Context: an optimization exercise on an open-source flow, tuned for small area. The choices shown serve that exercise and are no tape-out recipe. Function was checked by simulation only, so behaviour that the tests miss may differ from the original. No activity file was given, so power comes from the tool's default toggle rates.

**design/flow/flow/run.sh**
```bash
#!/bin/bash
# Own layout flow: the standard flow (standard.sh) with these changes:
#  - synthesis maps the logic with an area-oriented ABC script (flow/area.abc);
#    everything before ABC, including the flip-flop mapping, is ORFS's synthesis
#    unchanged, so the registers are the standard synthesis's;
#  - port buffers are sky130_fd_sc_hd__buf_1;
#  - clock tree synthesis without dummy loads, from sky130_fd_sc_hd__clkbuf_4,
#    with sink clusters of at most 8 flip-flops within 50 um;
#  - after global routing, cells on paths with positive slack are downsized
#    (RECOVER_POWER=100).
# Each tool's full output goes to the ORFS logs under orfs/logs, and make's to flow_make.log.
set -euo pipefail
W=$(pwd)
F=$W/flow

sed 's|^\( *\)log_cmd abc {\*}\$abc_args|\1set abc_args [lreplace $abc_args 1 1 '"$F"'/area.abc]\n\1log_cmd abc {*}$abc_args|' \
    "$FLOW_HOME/scripts/synth.tcl" > "$W/own_synth.tcl"
grep -q 'area.abc' "$W/own_synth.tcl"
sed "s|source \$::env(SCRIPTS_DIR)/synth.tcl|source $W/own_synth.tcl|" "$W/synth_recipe.tcl" > "$W/own_synth_recipe.tcl"
grep -q 'own_synth.tcl' "$W/own_synth_recipe.tcl"

bash "$W/standard.sh" "SYNTH_SCRIPT=$W/own_synth_recipe.tcl" \
    "BUFFER_PORTS_ARGS=-buffer_cell sky130_fd_sc_hd__buf_1" \
    "CTS_ARGS=-sink_clustering_enable -repair_clock_nets -dont_use_dummy_load -buf_list sky130_fd_sc_hd__clkbuf_4 -sink_clustering_size 8 -sink_clustering_max_diameter 50" \
    RECOVER_POWER=100 \
    finish > "$W/flow_make.log" 2>&1
```
**design/flow/flow/area.abc**
```
strash
&get -n
&st
&dch -f
&nf -R 1000
&put
strash
&get -n
&dch -f
&nf -R 1000
&put
```
**design/flow/standard.sh**
```bash
#!/bin/bash
# synth_recipe.tcl (not shown) runs the flow's synth.tcl, then flattens the netlist and writes it again
# the make line also repeats each setting of config.mk as NAME=value (left out here)
make -C /OpenROAD-flow-scripts/flow DESIGN_CONFIG=/design/flow/config.mk WORK_HOME=/design/flow/orfs CLKGATE_MAP_FILE= SYNTH_SCRIPT=/design/flow/synth_recipe.tcl "${@:-finish}"
```
**design/flow/config.mk**
```make
export PLATFORM = sky130hd
export DESIGN_NAME = mini_cpu
export DESIGN_NICKNAME = mini_cpu
export VERILOG_FILES = /design/flow/design.v
export SDC_FILE = /design/flow/constraint.sdc
export NUM_CORES = 4
export LEC_CHECK = 0
export CAP_MARGIN = 5
export CORE_MARGIN = 2
export CORE_UTILIZATION = 60
export SLEW_MARGIN = 5
```
**design/flow/constraint.sdc**
```tcl
create_clock -name core_clock -period 15.0 [get_ports {clock}]
set_input_delay 3.0000 -clock core_clock [delete_from_list [all_inputs] [get_ports {clock}]]
set_output_delay 3.0000 -clock core_clock [all_outputs]
set_load 0.01 [all_outputs]
```
**design/flow/design.v**
```verilog
module UC (
    input clock,
    input reset,
    input enviar,
    input [2:0] opcode,
    output [2:0] estado,      
    output load_res,          
    output reg_we,            
    output upd                
);
    reg [2:0] st;
    always @(posedge clock) begin
        if (~reset) st <= 3'd0;
        else case (st)
            3'd0: st <= enviar ? 3'd0 : 3'd1;
            3'd1: st <= (opcode == 3'b000) ? 3'd3 : 3'd2;
            3'd2: st <= 3'd3;
            3'd3: st <= (opcode == 3'b111) ? 3'd6 : 3'd4;
            default: st <= enviar ? 3'd0 : 3'd5;
        endcase
    end
    assign estado   = {st[2], st[1] & ~st[2], st[0] & ~st[2]};
    assign load_res = (st == 3'd2) | ((st == 3'd1) & (opcode == 3'b000));
    assign reg_we   = (st == 3'd4);
    assign upd      = st[2] & ~st[0];
endmodule
module alu (
    input [15:0] A,
    input [15:0] R2,
    input [17:0] sw,
    output [15:0] result
);
    wire [2:0] op = sw[17:15];
    wire mul    = (op == 3'b101);
    wire addsub = (op == 3'b001) | (op == 3'b010) | (op == 3'b011) | (op == 3'b100);
    wire useimm = (op == 3'b000) | (op == 3'b010) | (op == 3'b100);
    wire sub    = (op == 3'b011) | (op == 3'b100);
    wire zero   = mul | (op == 3'b110);
    wire negf   = (sub ^ (useimm & sw[6])) & ~zero;
    wire [15:0] Bv = useimm ? {10'b0, sw[5:0]} : R2;
    wire nb     = ~zero;
    wire [1:0] N = (Bv[1:0] & {2{nb}}) ^ {2{negf}};
    wire [15:0] M  = mul ? R2 : {15'b0, addsub};
    wire one0 = M[0] ^ 1'b0;
    wire two0 = (M[1] & ~M[0] & ~1'b0) | (~M[1] & M[0] & 1'b0);
    wire neg0 = M[1] & ~(M[0] & 1'b0);
    wire pp0_0 = ((one0 & A[0]) | (two0 & 1'b0)) ^ neg0;
    wire pp0_1 = ((one0 & A[1]) | (two0 & A[0])) ^ neg0;
    wire pp0_2 = ((one0 & A[2]) | (two0 & A[1])) ^ neg0;
    wire pp0_3 = ((one0 & A[3]) | (two0 & A[2])) ^ neg0;
    wire pp0_4 = ((one0 & A[4]) | (two0 & A[3])) ^ neg0;
    wire pp0_5 = ((one0 & A[5]) | (two0 & A[4])) ^ neg0;
    wire pp0_6 = ((one0 & A[6]) | (two0 & A[5])) ^ neg0;
    wire pp0_7 = ((one0 & A[7]) | (two0 & A[6])) ^ neg0;
    wire pp0_8 = ((one0 & A[8]) | (two0 & A[7])) ^ neg0;
    wire pp0_9 = ((one0 & A[9]) | (two0 & A[8])) ^ neg0;
    wire pp0_10 = ((one0 & A[10]) | (two0 & A[9])) ^ neg0;
    wire pp0_11 = ((one0 & A[11]) | (two0 & A[10])) ^ neg0;
    wire pp0_12 = ((one0 & A[12]) | (two0 & A[11])) ^ neg0;
    wire pp0_13 = ((one0 & A[13]) | (two0 & A[12])) ^ neg0;
    wire pp0_14 = ((one0 & A[14]) | (two0 & A[13])) ^ neg0;
    wire pp0_15 = ((one0 & A[15]) | (two0 & A[14])) ^ neg0;
    wire one1 = M[2] ^ M[1];
    wire two1 = (M[3] & ~M[2] & ~M[1]) | (~M[3] & M[2] & M[1]);
    wire neg1 = M[3] & ~(M[2] & M[1]);
    wire n1 = neg1 | negf;
    wire pp1_2 = ((one1 & A[0]) | (two1 & 1'b0) | (nb & Bv[2])) ^ n1;
    wire pp1_3 = ((one1 & A[1]) | (two1 & A[0]) | (nb & Bv[3])) ^ n1;
    wire pp1_4 = ((one1 & A[2]) | (two1 & A[1]) | (nb & Bv[4])) ^ n1;
    wire pp1_5 = ((one1 & A[3]) | (two1 & A[2]) | (nb & Bv[5])) ^ n1;
    wire pp1_6 = ((one1 & A[4]) | (two1 & A[3]) | (nb & Bv[6])) ^ n1;
    wire pp1_7 = ((one1 & A[5]) | (two1 & A[4]) | (nb & Bv[7])) ^ n1;
    wire pp1_8 = ((one1 & A[6]) | (two1 & A[5]) | (nb & Bv[8])) ^ n1;
    wire pp1_9 = ((one1 & A[7]) | (two1 & A[6]) | (nb & Bv[9])) ^ n1;
    wire pp1_10 = ((one1 & A[8]) | (two1 & A[7]) | (nb & Bv[10])) ^ n1;
    wire pp1_11 = ((one1 & A[9]) | (two1 & A[8]) | (nb & Bv[11])) ^ n1;
    wire pp1_12 = ((one1 & A[10]) | (two1 & A[9]) | (nb & Bv[12])) ^ n1;
    wire pp1_13 = ((one1 & A[11]) | (two1 & A[10]) | (nb & Bv[13])) ^ n1;
    wire pp1_14 = ((one1 & A[12]) | (two1 & A[11]) | (nb & Bv[14])) ^ n1;
    wire pp1_15 = ((one1 & A[13]) | (two1 & A[12]) | (nb & Bv[15])) ^ n1;
    wire one2 = M[4] ^ M[3];
    wire two2 = (M[5] & ~M[4] & ~M[3]) | (~M[5] & M[4] & M[3]);
    wire neg2 = M[5] & ~(M[4] & M[3]);
    wire pp2_4 = ((one2 & A[0]) | (two2 & 1'b0)) ^ neg2;
    wire pp2_5 = ((one2 & A[1]) | (two2 & A[0])) ^ neg2;
    wire pp2_6 = ((one2 & A[2]) | (two2 & A[1])) ^ neg2;
    wire pp2_7 = ((one2 & A[3]) | (two2 & A[2])) ^ neg2;
    wire pp2_8 = ((one2 & A[4]) | (two2 & A[3])) ^ neg2;
    wire pp2_9 = ((one2 & A[5]) | (two2 & A[4])) ^ neg2;
    wire pp2_10 = ((one2 & A[6]) | (two2 & A[5])) ^ neg2;
    wire pp2_11 = ((one2 & A[7]) | (two2 & A[6])) ^ neg2;
    wire pp2_12 = ((one2 & A[8]) | (two2 & A[7])) ^ neg2;
    wire pp2_13 = ((one2 & A[9]) | (two2 & A[8])) ^ neg2;
    wire pp2_14 = ((one2 & A[10]) | (two2 & A[9])) ^ neg2;
    wire pp2_15 = ((one2 & A[11]) | (two2 & A[10])) ^ neg2;
    wire one3 = M[6] ^ M[5];
    wire two3 = (M[7] & ~M[6] & ~M[5]) | (~M[7] & M[6] & M[5]);
    wire neg3 = M[7] & ~(M[6] & M[5]);
    wire pp3_6 = ((one3 & A[0]) | (two3 & 1'b0)) ^ neg3;
    wire pp3_7 = ((one3 & A[1]) | (two3 & A[0])) ^ neg3;
    wire pp3_8 = ((one3 & A[2]) | (two3 & A[1])) ^ neg3;
    wire pp3_9 = ((one3 & A[3]) | (two3 & A[2])) ^ neg3;
    wire pp3_10 = ((one3 & A[4]) | (two3 & A[3])) ^ neg3;
    wire pp3_11 = ((one3 & A[5]) | (two3 & A[4])) ^ neg3;
    wire pp3_12 = ((one3 & A[6]) | (two3 & A[5])) ^ neg3;
    wire pp3_13 = ((one3 & A[7]) | (two3 & A[6])) ^ neg3;
    wire pp3_14 = ((one3 & A[8]) | (two3 & A[7])) ^ neg3;
    wire pp3_15 = ((one3 & A[9]) | (two3 & A[8])) ^ neg3;
    wire one4 = M[8] ^ M[7];
    wire two4 = (M[9] & ~M[8] & ~M[7]) | (~M[9] & M[8] & M[7]);
    wire neg4 = M[9] & ~(M[8] & M[7]);
    wire pp4_8 = ((one4 & A[0]) | (two4 & 1'b0)) ^ neg4;
    wire pp4_9 = ((one4 & A[1]) | (two4 & A[0])) ^ neg4;
    wire pp4_10 = ((one4 & A[2]) | (two4 & A[1])) ^ neg4;
    wire pp4_11 = ((one4 & A[3]) | (two4 & A[2])) ^ neg4;
    wire pp4_12 = ((one4 & A[4]) | (two4 & A[3])) ^ neg4;
    wire pp4_13 = ((one4 & A[5]) | (two4 & A[4])) ^ neg4;
    wire pp4_14 = ((one4 & A[6]) | (two4 & A[5])) ^ neg4;
    wire pp4_15 = ((one4 & A[7]) | (two4 & A[6])) ^ neg4;
    wire one5 = M[10] ^ M[9];
    wire two5 = (M[11] & ~M[10] & ~M[9]) | (~M[11] & M[10] & M[9]);
    wire neg5 = M[11] & ~(M[10] & M[9]);
    wire pp5_10 = ((one5 & A[0]) | (two5 & 1'b0)) ^ neg5;
    wire pp5_11 = ((one5 & A[1]) | (two5 & A[0])) ^ neg5;
    wire pp5_12 = ((one5 & A[2]) | (two5 & A[1])) ^ neg5;
    wire pp5_13 = ((one5 & A[3]) | (two5 & A[2])) ^ neg5;
    wire pp5_14 = ((one5 & A[4]) | (two5 & A[3])) ^ neg5;
    wire pp5_15 = ((one5 & A[5]) | (two5 & A[4])) ^ neg5;
    wire one6 = M[12] ^ M[11];
    wire two6 = (M[13] & ~M[12] & ~M[11]) | (~M[13] & M[12] & M[11]);
    wire neg6 = M[13] & ~(M[12] & M[11]);
    wire pp6_12 = ((one6 & A[0]) | (two6 & 1'b0)) ^ neg6;
    wire pp6_13 = ((one6 & A[1]) | (two6 & A[0])) ^ neg6;
    wire pp6_14 = ((one6 & A[2]) | (two6 & A[1])) ^ neg6;
    wire pp6_15 = ((one6 & A[3]) | (two6 & A[2])) ^ neg6;
    wire one7 = M[14] ^ M[13];
    wire two7 = (M[15] & ~M[14] & ~M[13]) | (~M[15] & M[14] & M[13]);
    wire neg7 = M[15] & ~(M[14] & M[13]);
    wire pp7_14 = ((one7 & A[0]) | (two7 & 1'b0)) ^ neg7;
    wire pp7_15 = ((one7 & A[1]) | (two7 & A[0])) ^ neg7;
    wire t1 = pp0_10 ^ pp1_10;
    wire t2 = pp0_10 & pp1_10;
    wire t3 = pp0_11 ^ pp1_11;
    wire t4 = pp0_11 & pp1_11;
    wire t5 = pp0_12 ^ pp1_12 ^ pp2_12;
    wire t6 = (pp0_12 & pp1_12) | (pp0_12 & pp2_12) | (pp1_12 & pp2_12);
    wire t7 = pp3_12 ^ pp4_12;
    wire t8 = pp3_12 & pp4_12;
    wire t9 = pp0_13 ^ pp1_13 ^ pp2_13;
    wire t10 = (pp0_13 & pp1_13) | (pp0_13 & pp2_13) | (pp1_13 & pp2_13);
    wire t11 = pp3_13 ^ pp4_13;
    wire t12 = pp3_13 & pp4_13;
    wire t13 = pp0_14 ^ pp1_14 ^ pp2_14;
    wire t14 = (pp0_14 & pp1_14) | (pp0_14 & pp2_14) | (pp1_14 & pp2_14);
    wire t15 = pp3_14 ^ pp4_14 ^ pp5_14;
    wire t16 = (pp3_14 & pp4_14) | (pp3_14 & pp5_14) | (pp4_14 & pp5_14);
    wire t17 = pp6_14 ^ pp7_14;
    wire t18 = pp6_14 & pp7_14;
    wire t19 = pp0_15 ^ pp1_15 ^ pp2_15;
    wire t21 = pp3_15 ^ pp4_15 ^ pp5_15;
    wire t23 = pp6_15 ^ pp7_15;
    wire t25 = pp0_6 ^ pp1_6;
    wire t26 = pp0_6 & pp1_6;
    wire t27 = pp0_7 ^ pp1_7;
    wire t28 = pp0_7 & pp1_7;
    wire t29 = pp0_8 ^ pp1_8 ^ pp2_8;
    wire t30 = (pp0_8 & pp1_8) | (pp0_8 & pp2_8) | (pp1_8 & pp2_8);
    wire t31 = pp3_8 ^ pp4_8;
    wire t32 = pp3_8 & pp4_8;
    wire t33 = pp0_9 ^ pp1_9 ^ pp2_9;
    wire t34 = (pp0_9 & pp1_9) | (pp0_9 & pp2_9) | (pp1_9 & pp2_9);
    wire t35 = pp3_9 ^ pp4_9;
    wire t36 = pp3_9 & pp4_9;
    wire t37 = pp2_10 ^ pp3_10 ^ pp4_10;
    wire t38 = (pp2_10 & pp3_10) | (pp2_10 & pp4_10) | (pp3_10 & pp4_10);
    wire t39 = pp5_10 ^ neg5 ^ t1;
    wire t40 = (pp5_10 & neg5) | (pp5_10 & t1) | (neg5 & t1);
    wire t41 = pp2_11 ^ pp3_11 ^ pp4_11;
    wire t42 = (pp2_11 & pp3_11) | (pp2_11 & pp4_11) | (pp3_11 & pp4_11);
    wire t43 = pp5_11 ^ t2 ^ t3;
    wire t44 = (pp5_11 & t2) | (pp5_11 & t3) | (t2 & t3);
    wire t45 = pp5_12 ^ pp6_12 ^ neg6;
    wire t46 = (pp5_12 & pp6_12) | (pp5_12 & neg6) | (pp6_12 & neg6);
    wire t47 = t4 ^ t5 ^ t7;
    wire t48 = (t4 & t5) | (t4 & t7) | (t5 & t7);
    wire t49 = pp5_13 ^ pp6_13 ^ t6;
    wire t50 = (pp5_13 & pp6_13) | (pp5_13 & t6) | (pp6_13 & t6);
    wire t51 = t8 ^ t9 ^ t11;
    wire t52 = (t8 & t9) | (t8 & t11) | (t9 & t11);
    wire t53 = neg7 ^ t10 ^ t12;
    wire t54 = (neg7 & t10) | (neg7 & t12) | (t10 & t12);
    wire t55 = t13 ^ t15 ^ t17;
    wire t56 = (t13 & t15) | (t13 & t17) | (t15 & t17);
    wire t57 = t19 ^ t21 ^ t23;
    wire t59 = t14 ^ t16 ^ t18;
    wire t61 = pp0_4 ^ pp1_4;
    wire t62 = pp0_4 & pp1_4;
    wire t63 = pp0_5 ^ pp1_5;
    wire t64 = pp0_5 & pp1_5;
    wire t65 = pp2_6 ^ pp3_6 ^ neg3;
    wire t66 = (pp2_6 & pp3_6) | (pp2_6 & neg3) | (pp3_6 & neg3);
    wire t67 = pp2_7 ^ pp3_7 ^ t26;
    wire t68 = (pp2_7 & pp3_7) | (pp2_7 & t26) | (pp3_7 & t26);
    wire t69 = neg4 ^ t28 ^ t29;
    wire t70 = (neg4 & t28) | (neg4 & t29) | (t28 & t29);
    wire t71 = t30 ^ t32 ^ t33;
    wire t72 = (t30 & t32) | (t30 & t33) | (t32 & t33);
    wire t73 = t34 ^ t36 ^ t37;
    wire t74 = (t34 & t36) | (t34 & t37) | (t36 & t37);
    wire t75 = t38 ^ t40 ^ t41;
    wire t76 = (t38 & t40) | (t38 & t41) | (t40 & t41);
    wire t77 = t42 ^ t44 ^ t45;
    wire t78 = (t42 & t44) | (t42 & t45) | (t44 & t45);
    wire t79 = t46 ^ t48 ^ t49;
    wire t80 = (t46 & t48) | (t46 & t49) | (t48 & t49);
    wire t81 = t50 ^ t52 ^ t53;
    wire t82 = (t50 & t52) | (t50 & t53) | (t52 & t53);
    wire t83 = t57 ^ t59 ^ t54;
    wire t85 = pp0_0 ^ (neg0 | N[0]);
    wire t86 = pp0_0 & (neg0 | N[0]);
    wire t87 = pp0_1 ^ N[1];
    wire t88 = pp0_1 & N[1];
    wire t89 = pp0_2 ^ pp1_2 ^ neg1;
    wire t90 = (pp0_2 & pp1_2) | (pp0_2 & neg1) | (pp1_2 & neg1);
    wire t91 = pp0_3 ^ pp1_3;
    wire t92 = pp0_3 & pp1_3;
    wire t93 = pp2_4 ^ neg2 ^ t61;
    wire t94 = (pp2_4 & neg2) | (pp2_4 & t61) | (neg2 & t61);
    wire t95 = pp2_5 ^ t62 ^ t63;
    wire t96 = (pp2_5 & t62) | (pp2_5 & t63) | (t62 & t63);
    wire t97 = t25 ^ t64 ^ t65;
    wire t98 = (t25 & t64) | (t25 & t65) | (t64 & t65);
    wire t99 = t27 ^ t66 ^ t67;
    wire t100 = (t27 & t66) | (t27 & t67) | (t66 & t67);
    wire t101 = t31 ^ t68 ^ t69;
    wire t102 = (t31 & t68) | (t31 & t69) | (t68 & t69);
    wire t103 = t35 ^ t70 ^ t71;
    wire t104 = (t35 & t70) | (t35 & t71) | (t70 & t71);
    wire t105 = t39 ^ t72 ^ t73;
    wire t106 = (t39 & t72) | (t39 & t73) | (t72 & t73);
    wire t107 = t43 ^ t74 ^ t75;
    wire t108 = (t43 & t74) | (t43 & t75) | (t74 & t75);
    wire t109 = t47 ^ t76 ^ t77;
    wire t110 = (t47 & t76) | (t47 & t77) | (t76 & t77);
    wire t111 = t51 ^ t78 ^ t79;
    wire t112 = (t51 & t78) | (t51 & t79) | (t78 & t79);
    wire t113 = t55 ^ t80 ^ t81;
    wire t114 = (t55 & t80) | (t55 & t81) | (t80 & t81);
    wire t115 = t56 ^ t83 ^ t82;
    wire t117 = negf ^ t85;
    wire t118 = negf & t85;
    wire t119 = t86 ^ t87 ^ t118;
    wire t120 = (t86 & t87) | (t86 & t118) | (t87 & t118);
    wire t121 = t88 ^ t89 ^ t120;
    wire t122 = (t88 & t89) | (t88 & t120) | (t89 & t120);
    wire t123 = t90 ^ t91 ^ t122;
    wire t124 = (t90 & t91) | (t90 & t122) | (t91 & t122);
    wire t125 = t92 ^ t93 ^ t124;
    wire t126 = (t92 & t93) | (t92 & t124) | (t93 & t124);
    wire t127 = t94 ^ t95 ^ t126;
    wire t128 = (t94 & t95) | (t94 & t126) | (t95 & t126);
    wire t129 = t96 ^ t97 ^ t128;
    wire t130 = (t96 & t97) | (t96 & t128) | (t97 & t128);
    wire t131 = t98 ^ t99 ^ t130;
    wire t132 = (t98 & t99) | (t98 & t130) | (t99 & t130);
    wire t133 = t100 ^ t101 ^ t132;
    wire t134 = (t100 & t101) | (t100 & t132) | (t101 & t132);
    wire t135 = t102 ^ t103 ^ t134;
    wire t136 = (t102 & t103) | (t102 & t134) | (t103 & t134);
    wire t137 = t104 ^ t105 ^ t136;
    wire t138 = (t104 & t105) | (t104 & t136) | (t105 & t136);
    wire t139 = t106 ^ t107 ^ t138;
    wire t140 = (t106 & t107) | (t106 & t138) | (t107 & t138);
    wire t141 = t108 ^ t109 ^ t140;
    wire t142 = (t108 & t109) | (t108 & t140) | (t109 & t140);
    wire t143 = t110 ^ t111 ^ t142;
    wire t144 = (t110 & t111) | (t110 & t142) | (t111 & t142);
    wire t145 = t112 ^ t113 ^ t144;
    wire t146 = (t112 & t113) | (t112 & t144) | (t113 & t144);
    wire t147 = t115 ^ t114 ^ t146;
    assign result = {t147, t145, t143, t141, t139, t137, t135, t133, t131, t129, t127, t125, t123, t121, t119, t117};
endmodule
module memory (
    input clock,
    input clear,
    input write_enable,
    input [3:0] addr_dest,
    input [3:0] addr_src1,
    input [3:0] addr_src2,
    input [15:0] data_in,
    output [15:0] out_src1,
    output [15:0] out_src2
);
    reg [255:0] ram;
    wire [15:0] wd = data_in & {16{~clear}};
    reg [15:0] o1, o2;
    integer i;
    always @(*) begin
        o1 = 16'd0; o2 = 16'd0;
        for (i = 0; i < 16; i = i + 1) begin
            o1 = o1 | (ram[16*i +: 16] & {16{addr_src1 == i}});
            o2 = o2 | (ram[16*i +: 16] & {16{addr_src2 == i}});
        end
    end
    assign out_src1 = o1;
    assign out_src2 = o2;
    genvar r;
    generate for (r = 0; r < 16; r = r + 1) begin : row
        wire sel = clear | (write_enable & (addr_dest == r));
        always @(posedge clock) if (sel) ram[16*r +: 16] <= wd;
    end endgenerate
endmodule
module lcd_controller (
    input clk,
    input sample,            
    input [15:0] value,
    input [5:0] seq,         
    input [9:0] t,           
    input load_ev,           
    output [3:0] digit,
    output reg neg           
);
    reg [15:0] m;
    reg [3:0]  cnt;
    assign digit = cnt ^ {4{~seq[0]}};
    reg [3:0]  b;            
    reg        cy;
    reg        act;          
    wire conv   = (seq[5:3] == 3'b111) & (seq[2:0] != 3'b000) & (seq[2:0] != 3'b111);
    wire negsl  = (seq[2:0] == 3'b001);
    wire addph  = seq[0] & ~negsl;
    wire bnd    = (b == 4'd15);
    wire start_win = (t >= 10'd1) & (t <= 10'd16);
    reg [15:0] kc;
    always @(*) begin
        case (seq[2:0])
            3'b010: kc = ~16'd10000;
            3'b011: kc = 16'd1000;
            3'b100: kc = ~16'd100;
            3'b101: kc = 16'd10;
            3'b110: kc = ~16'd1;
            default: kc = 16'd0;
        endcase
    end
    wire a  = m[0] ^ (act & negsl);
    wire k  = act & kc[b];
    wire ci = (b == 4'd0) ? (act & ~addph) : cy;
    wire s  = a ^ k ^ ci;
    wire co = (a & k) | (a & ci) | (k & ci);
    wire term = negsl | (addph ? co : ~co);
    always @(posedge clk) begin
        cy <= co;
        if (sample) begin
            m <= value;
            b <= 4'd0;
            neg <= value[15];
        end else begin
            m <= {s, m[15:1]};
            b <= b + 4'd1;
        end
        if (load_ev) cnt <= {~seq[0], 1'b1, ~seq[0], 1'b1};
        else if (bnd & act) cnt <= cnt + 4'd1;
        if (bnd) act <= conv & (act ? ~term : (start_win & (~negsl | neg)));
    end
endmodule
module lcd_ini (
    input clk,
    input reset,                 
    input [2:0] opcode_in,
    input [3:0] reg_index_in,
    input [15:0] reg_value_in,
    input update_in,             
    output reg [7:0] LCD_DATA,
    output reg LCD_RS,
    output LCD_EN,
    output inicializado
);
    reg [5:0] seq;
    reg [9:0] t;
    localparam S_BOOT = 6'd0, S_IDLE = 6'd5, S_SAMPLE = 6'd6, S_HOME = 6'd7, S_NL = 6'd8;
    reg [2:0] op;
    reg [3:0] rd;
    wire [3:0] digit;
    wire       sgn;
    wire sample  = (seq == S_SAMPLE);
    wire load_ev = (t == 10'd1) & (seq != S_BOOT);
    lcd_controller conv (
        .clk(clk), .sample(sample), .value(reg_value_in),
        .seq(seq), .t(t), .load_ev(load_ev), .digit(digit), .neg(sgn)
    );
    wire slot_end = (seq == S_BOOT) ? (t == 10'd1000) :
                    (seq == S_NL)   ? (t == 10'd275)  :
                    (seq == 6'h3F)  ? (t == 10'd277)  :
                                      (t == 10'd276);
    always @(posedge clk) begin
        if (reset) begin
            seq <= S_BOOT;
            t <= 10'd0;
        end else if (seq == S_IDLE) begin
            t <= 10'd0;
            if (update_in) seq <= S_SAMPLE;
        end else if (seq == S_SAMPLE) begin
            t <= 10'd0;
            seq <= S_HOME;
        end else if (slot_end) begin
            t <= 10'd0;
            case (seq)
                6'd4:    seq <= S_IDLE;
                S_HOME:  seq <= 6'h20;
                6'h2F:   seq <= S_NL;
                S_NL:    seq <= 6'h30;
                6'h3F:   seq <= S_IDLE;
                default: seq <= seq + 6'd1;
            endcase
        end else begin
            t <= t + 10'd1;
        end
    end
    always @(posedge clk) begin
        if (sample) begin
            op  <= opcode_in;
            rd  <= reg_index_in;
        end
    end
    wire clr = (op == 3'b110);
    wire [4:0] k = seq[4:0];
    reg [7:0] mn;
    always @(*) begin
        case ({op, k[1:0]})
            5'b000_00: mn = "L"; 5'b000_01: mn = "O"; 5'b000_10: mn = "A"; 5'b000_11: mn = "D";
            5'b001_00: mn = "A"; 5'b001_01: mn = "D"; 5'b001_10: mn = "D"; 5'b001_11: mn = " ";
            5'b010_00: mn = "A"; 5'b010_01: mn = "D"; 5'b010_10: mn = "D"; 5'b010_11: mn = "I";
            5'b011_00: mn = "S"; 5'b011_01: mn = "U"; 5'b011_10: mn = "B"; 5'b011_11: mn = " ";
            5'b100_00: mn = "S"; 5'b100_01: mn = "U"; 5'b100_10: mn = "B"; 5'b100_11: mn = "I";
            5'b101_00: mn = "M"; 5'b101_01: mn = "U"; 5'b101_10: mn = "L"; 5'b101_11: mn = " ";
            5'b110_00: mn = "C"; 5'b110_01: mn = "L"; 5'b110_10: mn = "R"; 5'b110_11: mn = "R";
            default:   mn = (k[1:0] == 2'b00) ? "?" : " ";
        endcase
    end
    wire rdbit = (k[1:0] == 2'b11) ? rd[3] : (k[1:0] == 2'b00) ? rd[2] : (k[1:0] == 2'b01) ? rd[1] : rd[0];
    reg [7:0] ch;
    always @(*) begin
        if (k[4:2] == 3'b000) ch = mn;
        else if (k == 5'd10) ch = "[";
        else if (k == 5'd15) ch = "]";
        else if (k[4:2] == 3'b011 || k[4:2] == 3'b010 && k[1:0] == 2'b11) ch = {7'b0011000, rdbit};
        else if (k[4:1] == 4'b1000) ch = clr ? (k[0] ? "K" : "O") : " ";
        else if (k == 5'd26) ch = clr ? " " : (sgn ? "-" : "+");
        else if (k[4:3] == 2'b11 && k[2:0] != 3'b000 && k[2:0] != 3'b001 && k[2:0] != 3'b010) ch = clr ? " " : {4'h3, digit};
        else ch = " ";
    end
    reg [7:0] byte_out;
    always @(*) begin
        if (seq[5]) byte_out = ch;
        else case (seq[3:0])
            4'd1: byte_out = 8'h38;
            4'd2: byte_out = 8'h0C;
            4'd3: byte_out = 8'h01;
            4'd4: byte_out = 8'h06;
            4'd7: byte_out = 8'h02;
            default: byte_out = 8'hC0;
        endcase
    end
    always @(posedge clk) begin
        if (reset) begin
            LCD_DATA <= 8'h00;
            LCD_RS <= 1'b0;
        end else if (load_ev) begin
            LCD_DATA <= byte_out;
            LCD_RS <= seq[5];
        end
    end
    assign LCD_EN = (seq != S_BOOT) & (t >= 10'd14) & (t <= 10'd24);
    assign inicializado = seq[5] | (seq[4:0] > 5'd4);
endmodule
module mini_cpu (
    input clock,
    input reset,         
    input enviar,        
    input [17:0] sw,
    output [15:0] ledr,
    output [7:0] ledg,
    output [7:0] LCD_DATA,
    output LCD_RS, LCD_RW, LCD_EN, LCD_ON, LCD_BLON
);
    wire [2:0] opcode = sw[17:15];
    wire [3:0] dest = sw[14:11];
    wire [2:0] estado;
    wire load_res;
    wire reg_we;
    wire upd;
    UC unidade_controle (
        .clock(clock), .reset(reset), .enviar(enviar), .opcode(opcode),
        .estado(estado), .load_res(load_res), .reg_we(reg_we), .upd(upd)
    );
    wire [15:0] dado_reg1, dado_reg2;
    reg  [15:0] dado_para_gravar;
    wire [15:0] resultado_ula;
    memory banco_registradores (
        .clock(clock),
        .clear(~reset | (opcode == 3'b110)),
        .write_enable(reg_we),
        .addr_dest(dest),
        .addr_src1(sw[10:7]),
        .addr_src2(sw[6:3]),
        .data_in(dado_para_gravar),
        .out_src1(dado_reg1),
        .out_src2(dado_reg2)
    );
    alu ula (
        .A(dado_reg1),
        .R2(dado_reg2),
        .sw(sw),
        .result(resultado_ula)
    );
    always @(posedge clock) begin
        if (~reset) dado_para_gravar <= 16'd0;
        else if (load_res) dado_para_gravar <= resultado_ula;
    end
    wire lcd_pronto;
    lcd_ini meu_lcd (
        .clk(clock),
        .reset(~reset),
        .opcode_in(opcode),
        .reg_index_in(dest),
        .reg_value_in(dado_para_gravar),
        .update_in(upd),
        .LCD_DATA(LCD_DATA),
        .LCD_RS(LCD_RS), .LCD_EN(LCD_EN),
        .inicializado(lcd_pronto)
    );
    assign LCD_RW   = 1'b0;
    assign LCD_ON   = 1'b1;
    assign LCD_BLON = 1'b1;
    assign ledg = {lcd_pronto, 4'b0, estado};
    assign ledr = dado_para_gravar;
endmodule
```
==> results of run 1 <==
[through the flow]
| stage | hold WS [ns] | std cells | utilization [%] | area (um2) |
|---|---|---|---|---|
| after global routing | 0.432 | 2077 | 66.0 | 18900 |
| after global placement | 0.435 | 2025 | 65.0 | 18700 |
| after CTS | 0.414 | 2075 | 66.3 | 19000 |
| final | 0.408 | 2077 | 66.0 | 18900 |
| after floorplan | 0.431 | 1545 | - | 17600 |
| after detailed placement | 0.448 | 2025 | 65.0 | 18700 |
[flip-flops by register name (all words and copies together), names as in the netlist]
name	flops
meu_lcd.seq	6
banco_registradores.ram	256
meu_lcd.conv.act	1
meu_lcd.conv.cnt	4
meu_lcd.conv.b	4
meu_lcd.conv.neg	1
meu_lcd.conv.cy	1
meu_lcd.rd	4
meu_lcd.LCD_DATA	8
meu_lcd.LCD_RS	1
meu_lcd.t	10
meu_lcd.conv.m	16
dado_para_gravar	16
unidade_controle.st	3
meu_lcd.op	3
[power groups by stage]
stage,logic (uW),registers [uW],clock network (uW)
CTS,450,1150,447
finish,449,1150,443
floorplan,305,1150,0
detailed placement,448,1170,0
global placement,438,1170,0
global route,498,1160,482
[cells in the mapped netlist, drive strengths merged, types with 20 or more instances]
master  instances  share of area (%)
a222oi         92                5.3
xor2           40                2.0
nand3          49                1.4
a22oi          76                3.3
xnor2          64                3.2
o21ai          80                2.3
nand2         114                2.4
nor3           30               0.86
ha             35                2.5
edfxtp        267                 46
nand2b         20               0.71
a221oi         38                1.9
clkinv         68                1.5
a21oi          86                2.5
nor2          165                3.5
fa             48                5.5
dfxtp          67                7.7
nand4          24               0.86
nor2b          29                1.0
[logic make-up (layout without fill, tap and decap cells)]
group / count (synthesis) / count (layout) / synth area share, %
other: 2 / 9 / 0.0428
muxes: 1 / 1 / 0.0571
adders and majority gates: 83 / 83 / 7.98
DFF: 334 / 334 / 53.4
buffers and inverters: 77 / 223 / 1.84
AOI/OAI and AO/OA: 445 / 445 / 18.3
xor gates and xnor gates: 104 / 104 / 5.20
and+or+nand+nor: 494 / 494 / 13.2
[worst max-delay path, delay by kind of cell]
| family | cells | cell delay (ns) |
|---|---|---|
| xor gates and xnor gates | 6 | 1.03 |
| and+or+nand+nor | 7 | 1.71 |
| AOI/OAI and AO/OA | 4 | 1.01 |
| adders and majority gates | 15 | 4.99 |
| buffers and inverters | 6 | 1.88 |
[how the worst min path moves through the flow]
stage | to | slack (ns) | cells after the start
after floorplan | meu_lcd.conv.m[0]$_DFF_P_ | 0.43 | 2
after global placement | meu_lcd.conv.m[5]$_DFF_P_ | 0.43 | 2
after detailed placement | meu_lcd.conv.m[3]$_DFF_P_ | 0.45 | 2
after CTS | meu_lcd.conv.m[13]$_DFF_P_ | 0.41 | 2
after global routing | meu_lcd.conv.m[13]$_DFF_P_ | 0.43 | 2
final | meu_lcd.conv.m[13]$_DFF_P_ | 0.41 | 2
[metal layers]
metal / GRT usage [%] / part of all wire (%) / wire [um]
met5: 0 / 0 / 0
met4: 13.3 / 3.7 / 1990
met1: 50.5 / 39 / 21100
met3: 7.70 / 12 / 6660
met2: 54.7 / 45 / 24700
[cell type report]
| type | instances | area [um2] | area share [%] |
|---|---|---|---|
| flip-flops and latches | 334 | 9360 | 49.4 |
| repair buffers | 105 | 533 | 2.81 |
| multi-input cells | 1134 | 7940 | 41.9 |
| diodes | 2 | 5.00 | 0.0264 |
| inverters | 68 | 255 | 1.35 |
| clock buffers | 50 | 375 | 1.98 |
| well taps | 384 | 480 | 2.54 |
==> results_dict.tcl, run 1 <==
set metrics [dict create \
    nFillCells 2305 \
    ys.flop_type "edfxtp_1" \
    drive_gt1_share_pct 5.97 \
    drt-total-wl_mm 54.5 \
    min_path_type "reg -> reg" \
    post-route-worst-setup-slack_ns 1.87 \
    setup_viol 0 \
    grt_max_degree 36 \
    htree_levels 2 \
    root_buffer "clkbuf_4" \
    critPathLaunch "sw[4]" \
    combPwrFrac_pct 22.0 \
    drv_cap 2 \
    fin_crit_ns 13.13 \
    dp_slack_ns 1.95 \
    die_y_um 175 \
    cts_inserted_buffers 50 \
    syn_inst 1540 \
    dp_hpwl_mm 36.9 \
    grt_pass1_vias 13921 \
    row_count 62 \
    dr.pass1.iters 10 \
    path_clk_slew_ns 0.10 \
    critPathKind "in -> reg" \
    synth-seq-area-share_pct 53.4 \
    grt_pass1_wl_mm 82.6 \
    ff2ff_path_depth 34 \
    hold_start "meu_lcd.conv.m[14]$_DFF_P_" \
    path_max_fanout 20 \
    r2r_slack_ns 4.50 \
    start_kind "input pin" \
    reg2reg_from "banco_registradores.ram[1]$_DFFE_PP_" \
    seqPwrFrac_pct 56.4 \
    vias 14445 \
    ctsHoldBuffers 0 \
    synth.yosys.warnings 5 \
    synth_seq_cells 334 \
    final_common_cell "edfxtp_1" \
    max_freq_mhz 76.1 \
    endpoint "dado_para_gravar[15]$_SDFFE_PN0P_" \
    report.final.slew_viol_count 34 \
    power.internal_uw 1410 \
    p_clk_share_pct 21.7 \
    clk-insertion-delay-late_ns 0.74 \
    hold_violations 0 \
    p_sw_uw 640 \
    arrival_ns 13.64 \
    cts_setup_buffers 0 \
    most-common-layout-cells "edfxtp_1, nor2_1, nand2_1" \
    total_power_uw 2050 \
    ios 58 \
    worst_path_most_repeated_cell "fa_1" \
    wl_per_cell_um 26.2 \
    place_congestion 0.937 \
    slowest_delay_ns 0.91 \
    syn_area_per_cell_um2 11.4 \
    cts_sinks 334 \
    die_area_um2 30600 \
    synth_edf_count 267 \
    tightest_slew_ns 3.41 \
    cts_tree "done" \
    clock_skew_ns 0.141 \
    io_buffers 50 \
    violatedChecks "max-capacitance violations, max-slew violations" \
    nNetsFinal 1797 \
    synth-async-reset-ratio_pct 0 \
    overflow 0 \
    cts_resized 0 \
    min_period_over_period_pct 87.5 \
    r2r-end "dado_para_gravar[15]$_SDFFE_PN0P_" \
    status "failed layout checks" \
    netlist_area_um2 17500 \
    power.share.switching_pct 31.3 \
    areaGrowthSynthToFinish_pct 8.07 \
    required_ns 15.50 \
    crit_path_end_kind "flop" \
    track_usage_pct 35.7 \
    postRouteAntennaNets 0 \
    power.density_nw_per_um2 108 \
    rsz0062_at_grt "no" \
    cts_buffer_depth 3 \
    drc 0 \
    cpMaxStageDelayCell "clkbuf_1" \
    dr.first_iter.drc_count 2431 \
    coreArea_um2 28700 \
    viasPerCell 6.95 \
    die_w_um 175 \
    p_leak_uw 0.00657 \
    tns_ns 0 \
    vdd_drop_max_v 0.0000797 \
    slew_headroom_pct -130 \
    synthDistinctLibCells 54 \
    antenna_found_initial 3 \
    initial_utilization_pct 61.1 \
]
==> run 2: changes to the inputs <==
==> design/flow/flow/area.abc (replaced) <==
strash
&get -n
&st
&dch -f
&nf -R 1000
&put
strash
&get -n
&dch -f
&nf -R 1000
&put
strash
&get -n
&dch -f
&nf -R 1000
&put
strash
&get -n
&dch -f
&nf -R 1000
&put
strash
&get -n
&dch -f
&nf -R 1000
&put
strash
&get -n
&dch -f
&nf -R 1000
&put
==> results_dict.tcl, run 2 <==
set metrics [dict create \
    coreArea_um2 28500 \
    slew_headroom_pct -19.1 \
    dp_hpwl_mm 36.9 \
    vias 14401 \
    p_sw_uw 661 \
    tns_ns 0 \
    die_y_um 174 \
    postRouteAntennaNets 0 \
    power.density_nw_per_um2 111 \
    worst_path_most_repeated_cell "fa_1" \
    crit_family "adder cells" \
    grt_pass1_vias 14050 \
    areaGrowthSynthToFinish_pct 8.23 \
    drc 0 \
    vdd_drop_max_v 0.0000768 \
    track_usage_pct 36.9 \
    power.share.switching_pct 31.8 \
    drv_cap 11 \
    combPwrFrac_pct 22.6 \
    io_buffers 50 \
    violatedChecks "max-capacitance violations, max-slew violations" \
    nFillCells 2270 \
    power.internal_uw 1420 \
    nNetsFinal 1736 \
    yosysTopAreaCellShare_pct 46.3 \
    syn_area_per_cell_um2 11.7 \
    ios 58 \
    final_common_cell "edfxtp_1" \
    synthDistinctLibCells 45 \
    largest_reg_flops 256 \
    critPathKind "in -> reg" \
    drive_gt1_share_pct 6.26 \
    reg2reg_from "banco_registradores.ram[81]$_DFFE_PP_" \
    cts_inserted_buffers 51 \
    yosys-top-cells-count "edfxtp_1, nor2_1, a222oi_1" \
    dr.pass1.iters 12 \
    required_ns 15.53 \
    wl_per_cell_um 27.8 \
    place_congestion 0.959 \
    syn_inst 1479 \
    rsz0062_at_grt "no" \
    crit_path_end_kind "flop" \
    p_leak_uw 0.00651 \
    viasPerCell 7.14 \
    synth.top_cells.by_area "edfxtp_1, dfxtp_1, a222oi_1" \
    report.final.slew_viol_count 156 \
    largest-register "banco_registradores.ram" \
    hold_start "meu_lcd.LCD_DATA[7]$_SDFFE_PN0P_" \
    r2r-end "dado_para_gravar[15]$_SDFFE_PN0P_" \
    holdPathStages 2 \
    setup_viol 0 \
    row_count 62 \
    fin_crit_ns 13.16 \
    dr.first_iter.drc_count 2743 \
    netlist_area_um2 17300 \
    ys.flop_type "edfxtp_1" \
    root_buffer "clkbuf_4" \
    cts_setup_buffers 0 \
    critPathLaunch "sw[6]" \
    path_clk_slew_ns 0.08 \
    p_clk_share_pct 21.9 \
    cts_resized 0 \
    seqPwrFrac_pct 55.5 \
    max_freq_mhz 76.0 \
    antenna_found_initial 2 \
    arrival_ns 13.69 \
    initial_utilization_pct 60.7 \
    hold_violations 0 \
    drt-total-wl_mm 56.1 \
    synth_seq_cells 334 \
    cts_sinks 334 \
    slowest_delay_ns 1.39 \
    grt_max_degree 33 \
    ctsHoldBuffers 0 \
    die_w_um 174 \
    min_period_over_period_pct 87.7 \
    grt_pass1_wl_mm 83.5 \
    r2r_slack_ns 4.94 \
    largest_registers "banco_registradores.ram: 256 flops, dado_para_gravar: 16 flops, meu_lcd.conv.m: 16 flops" \
    cts_tree "done" \
    clock_skew_ns 0.100 \
    synth-async-reset-ratio_pct 0 \
    path_buf_inv 4 \
    overflow 0 \
    min_path_type "reg -> reg" \
    status "failed layout checks" \
    clk-insertion-delay-late_ns 0.76 \
    tightest_slew_ns 1.78 \
    synth-seq-area-share_pct 54.0 \
    yosys.area.top_type "edfxtp_1" \
    synth.yosys.warnings 5 \
    most-common-layout-cells "edfxtp_1, nor2_1, a222oi_1" \
    whs_endpoint "meu_lcd.LCD_DATA[7]$_SDFFE_PN0P_" \
    ff2ff_path_depth 33 \
    fin_util_pct 65.7 \
    synth_edf_count 267 \
    start_kind "input pin" \
    cpMaxStageDelayCell "nor2_1" \
    yosysMostFrequentCell "edfxtp_1" \
    cts_buffer_depth 3 \
    path_max_fanout 20 \
    htree_levels 2 \
    die_area_um2 30200 \
]
-- run 2: how the worst max path moves through the flow --
stage          cells past startpoint  slack, ns                                 to
2_1_floorplan                     34       2.17  dado_para_gravar[15]$_SDFFE_PN0P_
3_5_place_dp                      37       1.63  dado_para_gravar[15]$_SDFFE_PN0P_
4_1_cts                           37       2.35  dado_para_gravar[15]$_SDFFE_PN0P_
6_report                          34       1.84  dado_para_gravar[15]$_SDFFE_PN0P_
3_3_place_gp                      37       1.96  dado_para_gravar[15]$_SDFFE_PN0P_
5_1_grt                           34       1.32  dado_para_gravar[15]$_SDFFE_PN0P_
-- run 2: worst min-delay path: stages (launching register included) --
cell and delay [ns]:
dfxtp_1 0.30, nand2_1 0.05, a21oi_1 0.05
-- run 2: stage by stage --
step / instances / worst slack (ns) / instance area [um2] / power [uW] / hold slack [ns]
CTS: 2014 / 2.35 / 18900 / 2080 / 0.460
floorplan: 1484 / 2.17 / 17300 / 1470 / 0.431
global route: 2016 / 1.32 / 18700 / 2170 / 0.481
finish: 2018 / 1.84 / 18700 / 2080 / 0.455
global placement: 1963 / 1.96 / 18500 / 1630 / 0.443
detailed placement: 1963 / 1.63 / 18500 / 1640 / 0.443
-- run 2: cell families (layout without fill, tap and decap cells) --
kind of cell	after synthesis	count (layout)	synth area share (%)
AO/OA/AOI/OAI	430	430	18.5
XOR/XNOR	105	105	5.31
adder cells (fa/ha/maj)	83	83	8.08
flip-flops	334	334	54.0
other	2	11	0.0434
AND/OR/NAND/NOR	452	452	12.1
buffers and inverters	70	216	1.71
multiplexers	3	3	0.188
-- run 2: power groups by stage --
stage	clock, uW	sequential, uW	combinational (uW)
floorplan	0	1150	321
global placement	0	1170	458
detailed placement	0	1170	469
CTS	458	1150	469
global route	491	1160	523
finish	455	1150	471
-- run 2: area by class of cell --
class                   instances  area (um2)  share of cell area, %
diodes                          4        10.0                 0.0534
clock buffers                  51         383                   2.04
inverters                      61         229                   1.22
multi-input cells            1080        7760                   41.4
flip-flops and latches        334        9360                   49.9
well taps                     384         480                   2.56
repair buffers                104         526                   2.80
-- run 2: routing by layer --
metal	GRT usage (%)	up-vias	routed length [um]
met5	0.641	-	0
met4	18.7	0	2990
met3	8.77	242	7390
met2	56.4	1093	24800
met1	49.7	6863	20900
li1	-	6203	-
==> run 3: changes to the inputs <==
--- a/design/flow/flow/run.sh
+++ b/design/flow/flow/run.sh
@@ -5,9 +5,7 @@
 #    unchanged, so the registers are the standard synthesis's;
 #  - port buffers are sky130_fd_sc_hd__buf_1;
 #  - clock tree synthesis without dummy loads, from sky130_fd_sc_hd__clkbuf_4,
-#    with sink clusters of at most 8 flip-flops within 50 um;
-#  - after global routing, cells on paths with positive slack are downsized
-#    (RECOVER_POWER=100).
+#    with sink clusters of at most 8 flip-flops within 50 um.
 # Each tool's full output goes to the ORFS logs under orfs/logs, and make's to flow_make.log.
 set -euo pipefail
 W=$(pwd)
@@ -22,5 +20,4 @@
 bash "$W/standard.sh" "SYNTH_SCRIPT=$W/own_synth_recipe.tcl" \
     "BUFFER_PORTS_ARGS=-buffer_cell sky130_fd_sc_hd__buf_1" \
     "CTS_ARGS=-sink_clustering_enable -repair_clock_nets -dont_use_dummy_load -buf_list sky130_fd_sc_hd__clkbuf_4 -sink_clustering_size 8 -sink_clustering_max_diameter 50" \
-    RECOVER_POWER=100 \
     finish > "$W/flow_make.log" 2>&1
--- a/design/flow/config.mk
+++ b/design/flow/config.mk
@@ -5,7 +5,7 @@
 export SDC_FILE = /design/flow/constraint.sdc
 export NUM_CORES = 4
 export LEC_CHECK = 0
-export CAP_MARGIN = 5
+export CAP_MARGIN = 20
 export CORE_MARGIN = 2
 export CORE_UTILIZATION = 60
-export SLEW_MARGIN = 5
+export SLEW_MARGIN = 20
==> results_dict.tcl, run 3 <==
set metrics [dict create \
    dr.pass1.iters 12 \
    synth_seq_cells 334 \
    met2_length_mm 24.7 \
    final_common_cell "edfxtp_1" \
    synth.top_cells.by_area "edfxtp_1, dfxtp_1, a222oi_1" \
    cts_resized 0 \
    setup_viol 0 \
    vias 14366 \
    grt_pass1_vias 14050 \
    yosysMostFrequentCell "edfxtp_1" \
    drt-total-wl_mm 56.2 \
    overflow 0 \
    antenna_found_initial 2 \
    io_buffers 50 \
    top_layer_used "met4" \
    report.final.slew_viol_count 0 \
    required_ns 15.54 \
    grt_max_degree 33 \
    synth_compound_area_share_pct 18.5 \
    seq_area_um2 9360 \
    nNetsFinal 1736 \
    syn_inst 1479 \
    synthDistinctLibCells 45 \
    yosysTopAreaCellShare_pct 46.3 \
    drc 0 \
    die_area_um2 30200 \
    cts_inserted_buffers 51 \
    crit_path_end_kind "flop" \
    dr.first_iter.drc_count 2718 \
    synth-async-reset-ratio_pct 0 \
    r2r_slack_ns 5.15 \
    syn_area_per_cell_um2 11.7 \
    worst_path_most_repeated_cell "fa_1" \
    synth_edf_count 267 \
    grt_pass1_wl_mm 83.5 \
    largest-register "banco_registradores.ram" \
    max_freq_mhz 78.3 \
    most-common-layout-cells "edfxtp_1, nor2_1, a222oi_1" \
    cts_tree "done" \
    place_congestion 0.959 \
    tightest_slew_ns 1.09 \
    slowest_delay_ns 0.57 \
    tns_ns 0 \
    critPathKind "in -> reg" \
    areaGrowthSynthToFinish_pct 8.99 \
    cts_sinks 334 \
    ys.flop_type "edfxtp_1" \
    viasPerCell 7.12 \
    path_clk_slew_ns 0.08 \
    cpMaxStageDelayCell "fa_1" \
    htree_levels 2 \
    synth_top_family_by_area "compound AO/OA/AOI/OAI gates" \
    status "finished clean" \
    start_kind "input pin" \
    cts_buffer_depth 3 \
    track_usage_pct 36.9 \
    cts_setup_buffers 0 \
    drt-met1-wl_mm 20.5 \
    root_buffer "clkbuf_4" \
    postRouteAntennaNets 0 \
    row_count 62 \
    nFillCells 2224 \
    hold_violations 0 \
    timing.hold.ws_ns 0.455 \
    synth-seq-area-share_pct 54.0 \
    synth.yosys.warnings 5 \
    yosys.area.top_type "edfxtp_1" \
    placed_cells 1963 \
    largest_registers "banco_registradores.ram: 256 flops, dado_para_gravar: 16 flops, meu_lcd.conv.m: 16 flops" \
    die_y_um 174 \
    netlist_area_um2 17300 \
    arrival_ns 13.32 \
    drv_cap 0 \
    rsz0062_at_grt "no" \
    power.density_nw_per_um2 110 \
    coreArea_um2 28500 \
    slew_headroom_pct 27.0 \
    vdd_drop_max_v 0.0000764 \
    fin_cells 2019 \
    total_power_uw 2080 \
    clk-insertion-delay-late_ns 0.75 \
    multi_input_area_um2 7820 \
    drive_gt1_share_pct 8.40 \
    path_max_fanout 20 \
    met3_length_mm 7.78 \
    initial_utilization_pct 60.7 \
    synth_simple_gate_area_share_pct 12.1 \
    synth.area.mux_share_pct 0.188 \
    ios 58 \
    largest_reg_flops 256 \
    clock_skew_ns 0.0820 \
    die_w_um 174 \
    wl_per_cell_um 27.8 \
    min_period_over_period_pct 85.2 \
    fin_crit_ns 12.77 \
    min_path_type "reg -> reg" \
    synth_adder_area_share_pct 8.08 \
    yosys-top-cells-count "edfxtp_1, nor2_1, a222oi_1" \
    fin_util_pct 66.1 \
    synth-xor-area-share_pct 5.31 \
    dp_hpwl_mm 36.9 \
    ctsHoldBuffers 0 \
    p_leak_uw 0.00659 \
]
[run 3: cell count changes in the layout (fill, tap and decap cells not counted), sizes merged]
cell	delta
diode	+1
buf	+22
clkbuf	-22
[run 3: stage by stage]
stage               instance area (um2)  setup WS (ns)
floorplan                         17300           2.17
global placement                  18500           1.96
detailed placement                18500           1.63
CTS                               18900           2.35
global route                      18900           1.71
finish                            18900           2.23
[run 3: logic make-up after synthesis]
group / count (synthesis)
and+or+nand+nor: 452
AOI/OAI and AO/OA: 430
DFF: 334
xor gates and xnor gates: 105
adders and majority gates: 83
buffers and inverters: 70
muxes: 3
other: 2
[run 3: worst paths after layout]
check,startpoint,endpoint,cells after the start
max reg2reg,banco_registradores.ram[81]$_DFFE_PP_,dado_para_gravar[15]$_SDFFE_PN0P_,33
min,meu_lcd.LCD_DATA[7]$_SDFFE_PN0P_,meu_lcd.LCD_DATA[7]$_SDFFE_PN0P_,2
min reg2reg,meu_lcd.LCD_DATA[7]$_SDFFE_PN0P_,meu_lcd.LCD_DATA[7]$_SDFFE_PN0P_,2
max,sw[6],dado_para_gravar[15]$_SDFFE_PN0P_,37
[run 3: critical path: cells and delay by family]
family | cells | cell delay (ns)
xor gates and xnor gates | 7 | 1.07
buffers and inverters | 4 | 0.83
adders and majority gates | 15 | 5.22
AOI/OAI and AO/OA | 4 | 1.27
and+or+nand+nor | 7 | 1.90
[run 3: report_power, final]
group / leakage, uW / switching [uW] / internal (uW)
clock network: 0.000235 / 300 / 155
registers: 0.00333 / 59.9 / 1090
logic: 0.00302 / 301 / 174
total: 0.00659 / 661 / 1420
[run 3: final cells by class]
cell class	count	share of cell area, %
multi-input cells	1080	41.4
clock buffers	51	2.03
diodes	5	0.0663
flip-flops and latches	334	49.6
well taps	384	2.54
repair buffers	104	3.14
inverters	61	1.21
[run 3: routing by layer]
metal,vias to the layer above,global-route usage [%]
met5,-,0.641
met4,0,18.7
met3,268,8.77
met2,1115,56.4
met1,6776,49.7
li1,6207,-
==> run 4: changes to the inputs <==
--- a/design/flow/config.mk
+++ b/design/flow/config.mk
@@ -5,7 +5,7 @@
 export SDC_FILE = /design/flow/constraint.sdc
 export NUM_CORES = 4
 export LEC_CHECK = 0
-export CAP_MARGIN = 20
+export CAP_MARGIN = 10
 export CORE_MARGIN = 2
 export CORE_UTILIZATION = 60
-export SLEW_MARGIN = 20
+export SLEW_MARGIN = 10
==> results_dict.tcl, run 4 <==
set metrics [dict create \
    arrival_ns 13.32 \
    wl_per_cell_um 27.8 \
    final_common_cell "edfxtp_1" \
    grt_max_degree 33 \
    cts_inserted_buffers 51 \
    report.final.slew_viol_count 0 \
    ctsHoldBuffers 0 \
    synth_edf_count 267 \
    vdd_drop_max_v 0.0000764 \
    cts_setup_buffers 0 \
    areaGrowthSynthToFinish_pct 8.99 \
    ys.flop_type "edfxtp_1" \
    grt_pass1_wl_mm 83.5 \
    path_max_fanout 20 \
    r2r-end "dado_para_gravar[15]$_SDFFE_PN0P_" \
    coreArea_um2 28500 \
    nNetsFinal 1736 \
    vias 14366 \
    yosys.area.top_type "edfxtp_1" \
    cts_tree "done" \
    min_period_over_period_pct 85.2 \
    path_clk_slew_ns 0.08 \
    critical_path_depth 37 \
    yosysMostFrequentCell "edfxtp_1" \
    postRouteAntennaNets 0 \
    clk-insertion-delay-late_ns 0.75 \
    max_freq_mhz 78.3 \
    cts_resized 0 \
    largest_registers "banco_registradores.ram: 256 flops, dado_para_gravar: 16 flops, meu_lcd.conv.m: 16 flops" \
    largest-register "banco_registradores.ram" \
    tns_ns 0 \
    overflow 0 \
    synth.top_cells.by_area "edfxtp_1, dfxtp_1, a222oi_1" \
    yosys-top-cells-count "edfxtp_1, nor2_1, a222oi_1" \
    slew_headroom_pct 27.0 \
    total_power_uw 2080 \
    yosysTopAreaCellShare_pct 46.3 \
    synth.yosys.warnings 5 \
    holdPathStages 2 \
    crit_path_end_kind "flop" \
    required_ns 15.54 \
    io_buffers 50 \
    slowest_delay_ns 0.57 \
    syn_inst 1479 \
    cts_buffer_depth 3 \
    p_leak_uw 0.00659 \
    critPathKind "in -> reg" \
    drv_cap 0 \
    status "finished clean" \
    syn_area_per_cell_um2 11.7 \
    r2r_slack_ns 5.15 \
    fin_crit_ns 12.77 \
    ios 58 \
    clock_skew_ns 0.0820 \
    synth_seq_cells 334 \
    drt-total-wl_mm 56.2 \
    setup_viol 0 \
    initial_utilization_pct 60.7 \
    whs_endpoint "meu_lcd.LCD_DATA[7]$_SDFFE_PN0P_" \
    nFillCells 2224 \
    hold_violations 0 \
    grt_pass1_vias 14050 \
    min_path_type "reg -> reg" \
    dr.first_iter.drc_count 2718 \
    row_count 62 \
    die_y_um 174 \
    drive_gt1_share_pct 8.40 \
    antenna_found_initial 2 \
    crit_family "adder cells" \
    track_usage_pct 36.9 \
    reg2reg_from "banco_registradores.ram[81]$_DFFE_PP_" \
    place_congestion 0.959 \
    dr.pass1.iters 12 \
    most-common-layout-cells "edfxtp_1, nor2_1, a222oi_1" \
    largest_reg_flops 256 \
    cts_sinks 334 \
    root_buffer "clkbuf_4" \
    htree_levels 2 \
    power.density_nw_per_um2 110 \
    synth-async-reset-ratio_pct 0 \
    synthDistinctLibCells 45 \
    die_area_um2 30200 \
    path_buf_inv 4 \
    worst_path_most_repeated_cell "fa_1" \
    dp_hpwl_mm 36.9 \
    synth-seq-area-share_pct 54.0 \
    viasPerCell 7.12 \
    die_w_um 174 \
    drc 0 \
    start_kind "input pin" \
    ff2ff_path_depth 33 \
    netlist_area_um2 17300 \
    rsz0062_at_grt "no" \
    cpMaxStageDelayCell "fa_1" \
    tightest_slew_ns 1.09 \
    hold_start "meu_lcd.LCD_DATA[7]$_SDFFE_PN0P_" \
]
[run 4: cell counts after synthesis]
No cell type changed its count.
[run 4: logic make-up (layout without fill, tap and decap cells)]
kind of cell | after synthesis | after routing | share of synthesized area (%)
adders and majority gates | 83 | 83 | 8.08
muxes | 3 | 3 | 0.188
xor gates and xnor gates | 105 | 105 | 5.31
DFF | 334 | 334 | 54.0
and+or+nand+nor | 452 | 452 | 12.1
AOI/OAI and AO/OA | 430 | 430 | 18.5
other | 2 | 12 | 0.0434
buffers and inverters | 70 | 216 | 1.71
[run 4: how the worst max path moves through the flow]
stage | from | end | slack, ns
final | sw[6] | dado_para_gravar[15]$_SDFFE_PN0P_ | 2.23
after global routing | sw[6] | dado_para_gravar[15]$_SDFFE_PN0P_ | 1.71
after CTS | sw[6] | dado_para_gravar[15]$_SDFFE_PN0P_ | 2.35
after detailed placement | sw[6] | dado_para_gravar[15]$_SDFFE_PN0P_ | 1.63
after global placement | sw[6] | dado_para_gravar[15]$_SDFFE_PN0P_ | 1.96
after floorplan | sw[6] | dado_para_gravar[15]$_SDFFE_PN0P_ | 2.17
[run 4: stage by stage]
step	setup WS [ns]	hold WS [ns]	util, %	cells	instance area (um2)
finish	2.23	0.455	66.1	2019	18900
global route	1.71	0.481	66.1	2016	18900
CTS	2.35	0.460	66.1	2014	18900
detailed placement	1.63	0.443	64.7	1963	18500
global placement	1.96	0.443	64.7	1963	18500
floorplan	2.17	0.431	-	1484	17300
[run 4: final cells by class]
class                   instances  area, um2  area share, %
inverters                      61        229           1.21
diodes                          5       12.5         0.0663
multi-input cells            1080       7820           41.4
flip-flops and latches        334       9360           49.6
well taps                     384        480           2.54
clock buffers                  51        383           2.03
repair buffers                104        593           3.14
[run 4: tightest hold or removal path, cell delays in order (launching register included)]
cell     delay [ns]
dfxtp_1        0.30
nand2_1        0.05
a21oi_1        0.05
[run 4: where the power goes]
part | leakage (uW) | total [uW] | internal [uW] | switching (uW)
Clock | 0.000235 | 455 | 155 | 300
Combinational | 0.00302 | 475 | 174 | 301
Sequential | 0.00333 | 1150 | 1090 | 59.9
[run 4: layer usage]
layer | GRT usage, % | vias to the layer above | share of wire (%)
met5 | 0.641 | - | 0
met3 | 8.77 | 268 | 14
met2 | 56.4 | 1115 | 44
met1 | 49.7 | 6776 | 36
li1 | - | 6207 | -
met4 | 18.7 | 0 | 5.6

## what the ideal ports hide
Ports are ideal in the flow. The routed layouts listed here were re-timed in OpenROAD. Step 1 assumes that a clkbuf_16 drives the clock port and a buf_2 every other input. Step 2 adds t to the input delays and takes it off the output delays; t is the mean of the earliest and latest rising clock arrival at the registers after step 1. Input paths then give back, and output paths get back, about the clock's delay inside the block. a / b / c = ideal / step 1 / step 2; a / b = the first two.
run | t (ns) | setup WS [ns] | hold slack, ns
run 1 | 0.720 | 1.868 / 1.868 / 1.149 | 0.408 / 0.408 / 0.408
run 2 | 0.746 | 1.838 / 1.865 / 1.119 | 0.455 / 0.455 / 0.455
run 3 | 0.748 | 2.226 / 2.253 / 1.505 | 0.455 / 0.455 / 0.455
run 4 | 0.748 | 2.226 / 2.253 / 1.505 | 0.455 / 0.455 / 0.455
